This is an optimization exercise on Yosys and OpenROAD, whose aim is small area, not a production implementation.
Only simulation tests tie the RTL to the original design; equivalence was not proved.
The flow treats the clock pin as an ideal source, which a real chip does not have.

Setup of north:
// neural_pipeline_top
module neural_pipeline_top (
    input wire clk,
    input wire rst,
    input wire signed [15:0] raw_in,
    output wire signed [15:0] vel_out
);
For scale: ~34 I/O pins, about 11000 um^2 of cells after synthesis.
Settings: LEC_CHECK=0, CAP_MARGIN=20, CORE_MARGIN=2, CORE_UTILIZATION=70, PLACE_DENSITY=0.8, SLEW_MARGIN=20, SYNTH_HIERARCHICAL=1; clock period 25.0 ns.
standard.sh (not shown) runs the stock make flow with config.mk's settings and CLKGATE_MAP_FILE= SYNTH_SCRIPT=/design/flow/synth_recipe.tcl, a recipe that flattens the netlist after the stock synthesis.
==> flow/flow/run.sh <==
#!/bin/bash
# The standard layout (standard.sh, with the standard synthesis unchanged)
# plus three changes:
#  1. after the standard synthesis, the combinational logic other than the
#     adder, majority and tie cells is re-mapped by ABC with an area script
#     (flow/reabc.abc); flip-flops and their names are left as they are;
#  2. port buffers use the smallest buffer cell (buf_1);
#  3. clock tree synthesis uses clkbuf_8 and no dummy loads; afterwards
#     clock buffers are downsized to clkbuf_4 where the clock-pin slew
#     allows it (flow/cts_trim.tcl).
# Each tool's output goes to a log file of its own in this folder.
set -euo pipefail
export BUFFER_PORTS_ARGS="-buffer_cell sky130_fd_sc_hd__buf_1"
export CTS_ARGS="-sink_clustering_enable -repair_clock_nets -dont_use_dummy_load -buf_list sky130_fd_sc_hd__clkbuf_8"

R=orfs/results/${FLOW_PLATFORM}/neural_pipeline_top/base
LIB=${FLOW_HOME}/platforms/${FLOW_PLATFORM}/lib/sky130_fd_sc_hd__tt_025C_1v80.lib
YOSYS=${FLOW_HOME}/../tools/install/yosys/bin/yosys
[ -x "$YOSYS" ] || YOSYS=yosys

bash standard.sh synth > standard_synth.log 2>&1
cp $R/1_2_yosys.v 1_2_yosys_standard.v

DU=""
for c in probe_p_8 probec_p_8 lpflow_bleeder_1 lpflow_clkbufkapwr_1 lpflow_clkbufkapwr_16 \
  lpflow_clkbufkapwr_2 lpflow_clkbufkapwr_4 lpflow_clkbufkapwr_8 lpflow_clkinvkapwr_1 \
  lpflow_clkinvkapwr_16 lpflow_clkinvkapwr_2 lpflow_clkinvkapwr_4 lpflow_clkinvkapwr_8 \
  lpflow_decapkapwr_12 lpflow_decapkapwr_3 lpflow_decapkapwr_4 lpflow_decapkapwr_6 \
  lpflow_decapkapwr_8 lpflow_inputiso0n_1 lpflow_inputiso0p_1 lpflow_inputiso1n_1 \
  lpflow_inputiso1p_1 lpflow_inputisolatch_1 lpflow_isobufsrc_1 lpflow_isobufsrc_16 \
  lpflow_isobufsrc_2 lpflow_isobufsrc_4 lpflow_isobufsrc_8 lpflow_isobufsrckapwr_16 \
  lpflow_lsbuf_lh_hl_isowell_tap_1 lpflow_lsbuf_lh_hl_isowell_tap_2 \
  lpflow_lsbuf_lh_hl_isowell_tap_4 lpflow_lsbuf_lh_isowell_4 lpflow_lsbuf_lh_isowell_tap_1 \
  lpflow_lsbuf_lh_isowell_tap_2 lpflow_lsbuf_lh_isowell_tap_4; do
  DU="$DU -dont_use sky130_fd_sc_hd__$c"
done

cat > reabc.ys <<EOT
read_liberty -ignore_miss_func $LIB
setattr -mod -set keep_hierarchy 1 sky130_fd_sc_hd__fa_1 sky130_fd_sc_hd__ha_1 sky130_fd_sc_hd__maj3_1 sky130_fd_sc_hd__maj3_2 sky130_fd_sc_hd__maj3_4 sky130_fd_sc_hd__conb_1 sky130_fd_sc_hd__dfxtp_1
read_verilog 1_2_yosys_standard.v
hierarchy -top ${FLOW_TOP}
flatten
opt -purge
abc -liberty $LIB $DU -script flow/reabc.abc
opt_clean -purge
chtype -set sky130_fd_sc_hd__maj3_1 t:sky130_fd_sc_hd__maj3_2
splitnets
opt_clean -purge
tee -o reabc_stat.txt stat -liberty $LIB
select ${FLOW_TOP}
write_verilog -noattr -nohex -nodec -selected $R/1_2_yosys.v
EOT
$YOSYS -s reabc.ys > reabc.log 2>&1

bash standard.sh cts > standard_to_cts.log 2>&1
OPENROAD=${FLOW_HOME}/../tools/install/OpenROAD/bin/openroad
[ -x "$OPENROAD" ] || OPENROAD=openroad
export R LIB
$OPENROAD -no_init -exit flow/cts_trim.tcl > cts_trim.log 2>&1

bash standard.sh > standard.log 2>&1
==> flow/flow/cts_trim.tcl <==
read_liberty $::env(LIB)
read_db $::env(R)/4_cts.odb
read_sdc $::env(R)/4_cts.sdc
source $::env(FLOW_HOME)/platforms/$::env(FLOW_PLATFORM)/setRC.tcl
set_propagated_clock [all_clocks]
estimate_parasitics -placement
proc maxslew {} {
  set ms 0
  foreach p [get_pins -of_objects [get_cells -filter "ref_name =~ *df*"] -filter "name == CLK"] {
    set s [get_property $p slew_max]
    if {$s > $ms} { set ms $s }
  }
  return $ms
}
puts "max clock-pin slew before: [maxslew]"
set small [[ord::get_db] findMaster sky130_fd_sc_hd__clkbuf_4]
foreach inst [[ord::get_db_block] getInsts] {
  set m [$inst getMaster]
  if {[$m getName] != "sky130_fd_sc_hd__clkbuf_8"} continue
  $inst swapMaster $small
  estimate_parasitics -placement
  set s [maxslew]
  if {$s > 0.110} {
    $inst swapMaster $m
    estimate_parasitics -placement
    puts "kept [$inst getName] ($s)"
  } else {
    puts "downsized [$inst getName] ($s)"
  }
}
puts "max clock-pin slew after: [maxslew]"
write_db $::env(R)/4_cts.odb
==> flow/flow/reabc.abc <==
strash
&get -n
&deepsyn -T 30
&put
dch -f
amap
strash
dch -f
amap
topo
north: full flow OK, the timing, design-rule and antenna checks passed
What south does differently from north at the input level:
diff --git a/flow/flow/run.sh b/flow/flow/run.sh
--- a/flow/flow/run.sh
+++ b/flow/flow/run.sh
@@ -6,7 +6,5 @@
 #     (flow/reabc.abc); flip-flops and their names are left as they are;
 #  2. port buffers use the smallest buffer cell (buf_1);
-#  3. clock tree synthesis uses clkbuf_8 and no dummy loads; afterwards
-#     clock buffers are downsized to clkbuf_4 where the clock-pin slew
-#     allows it (flow/cts_trim.tcl).
+#  3. clock tree synthesis uses clkbuf_8 and no dummy loads.
 # Each tool's output goes to a log file of its own in this folder.
 set -euo pipefail
@@ -54,9 +52,3 @@
 $YOSYS -s reabc.ys > reabc.log 2>&1
 
-bash standard.sh cts > standard_to_cts.log 2>&1
-OPENROAD=${FLOW_HOME}/../tools/install/OpenROAD/bin/openroad
-[ -x "$OPENROAD" ] || OPENROAD=openroad
-export R LIB
-$OPENROAD -no_init -exit flow/cts_trim.tcl > cts_trim.log 2>&1
-
 bash standard.sh > standard.log 2>&1
==> flow/flow/reabc.abc <==
strash
dch -f
amap
strash
dch -f
amap
topo
removed: flow/flow/cts_trim.tcl
Findings:
- Fraction of the cycle the final worst path needs: south vs north up 0.98 points
- north and south ended up with nearly the same routability congestion estimate from global placement.
Modified inputs, east compared to south
diff --git a/flow/flow/run.sh b/flow/flow/run.sh
--- a/flow/flow/run.sh
+++ b/flow/flow/run.sh
@@ -6,5 +6,7 @@
 #     (flow/reabc.abc); flip-flops and their names are left as they are;
 #  2. port buffers use the smallest buffer cell (buf_1);
-#  3. clock tree synthesis uses clkbuf_8 and no dummy loads.
+#  3. clock tree synthesis uses clkbuf_8 and no dummy loads; afterwards
+#     clock buffers are downsized to clkbuf_4 where the clock-pin slew
+#     allows it (flow/cts_trim.tcl).
 # Each tool's output goes to a log file of its own in this folder.
 set -euo pipefail
@@ -52,3 +54,9 @@
 $YOSYS -s reabc.ys > reabc.log 2>&1
 
+bash standard.sh cts > standard_to_cts.log 2>&1
+OPENROAD=${FLOW_HOME}/../tools/install/OpenROAD/bin/openroad
+[ -x "$OPENROAD" ] || OPENROAD=openroad
+export R LIB
+$OPENROAD -no_init -exit flow/cts_trim.tcl > cts_trim.log 2>&1
+
 bash standard.sh > standard.log 2>&1
==> flow/flow/cts_trim.tcl (new file) <==
read_liberty $::env(LIB)
read_db $::env(R)/4_cts.odb
read_sdc $::env(R)/4_cts.sdc
source $::env(FLOW_HOME)/platforms/$::env(FLOW_PLATFORM)/setRC.tcl
set_propagated_clock [all_clocks]
estimate_parasitics -placement
proc maxslew {} {
  set ms 0
  foreach p [get_pins -of_objects [get_cells -filter "ref_name =~ *df*"] -filter "name == CLK"] {
    set s [get_property $p slew_max]
    if {$s > $ms} { set ms $s }
  }
  return $ms
}
puts "max clock-pin slew before: [maxslew]"
set small [[ord::get_db] findMaster sky130_fd_sc_hd__clkbuf_4]
foreach inst [[ord::get_db_block] getInsts] {
  set m [$inst getMaster]
  if {[$m getName] != "sky130_fd_sc_hd__clkbuf_8"} continue
  $inst swapMaster $small
  estimate_parasitics -placement
  set s [maxslew]
  if {$s > 0.110} {
    $inst swapMaster $m
    estimate_parasitics -placement
    puts "kept [$inst getName] ($s)"
  } else {
    puts "downsized [$inst getName] ($s)"
  }
}
puts "max clock-pin slew after: [maxslew]"
write_db $::env(R)/4_cts.odb
[summary]
Between east and south, the global-route usage figures differ only marginally. Cmp south and east / share of the cycle needed by the critical path after routing / lower: east. Final wirelength in east vs south: down about 0.36%. Looking at the reports, east completed the entire flow and the layout it produced met the timing, design-rule and antenna checks.

[port drivers added, routing unchanged]
The flow's constraints put no driver on any port. The routed layouts listed below were extracted and timed again, unchanged, in two steps. Step 1 assumes that a clkbuf_16 drives the clock port and a buf_2 every other input. Step 2 adds t to the input delays and takes it off the output delays; t is the mean of the earliest and latest rising clock arrival at the registers after step 1. Input paths then give back, and output paths get back, about the clock's delay inside the block. a / b / c = ideal / step 1 / step 2; a / b = the first two.
run	shift t [ns]	slack for setup (ns)	cell pins on the clock port's net
north	0.608	4.102 / 4.128 / 3.520	1
south	0.487	3.858 / 3.878 / 3.391	1
east	0.590	3.938 / 3.955 / 3.365	1
After both steps setup and hold are still met in every run listed. The setup slack of north, which loses most, moves by +0.026 ns with the drivers and by -0.582 ns with both steps.
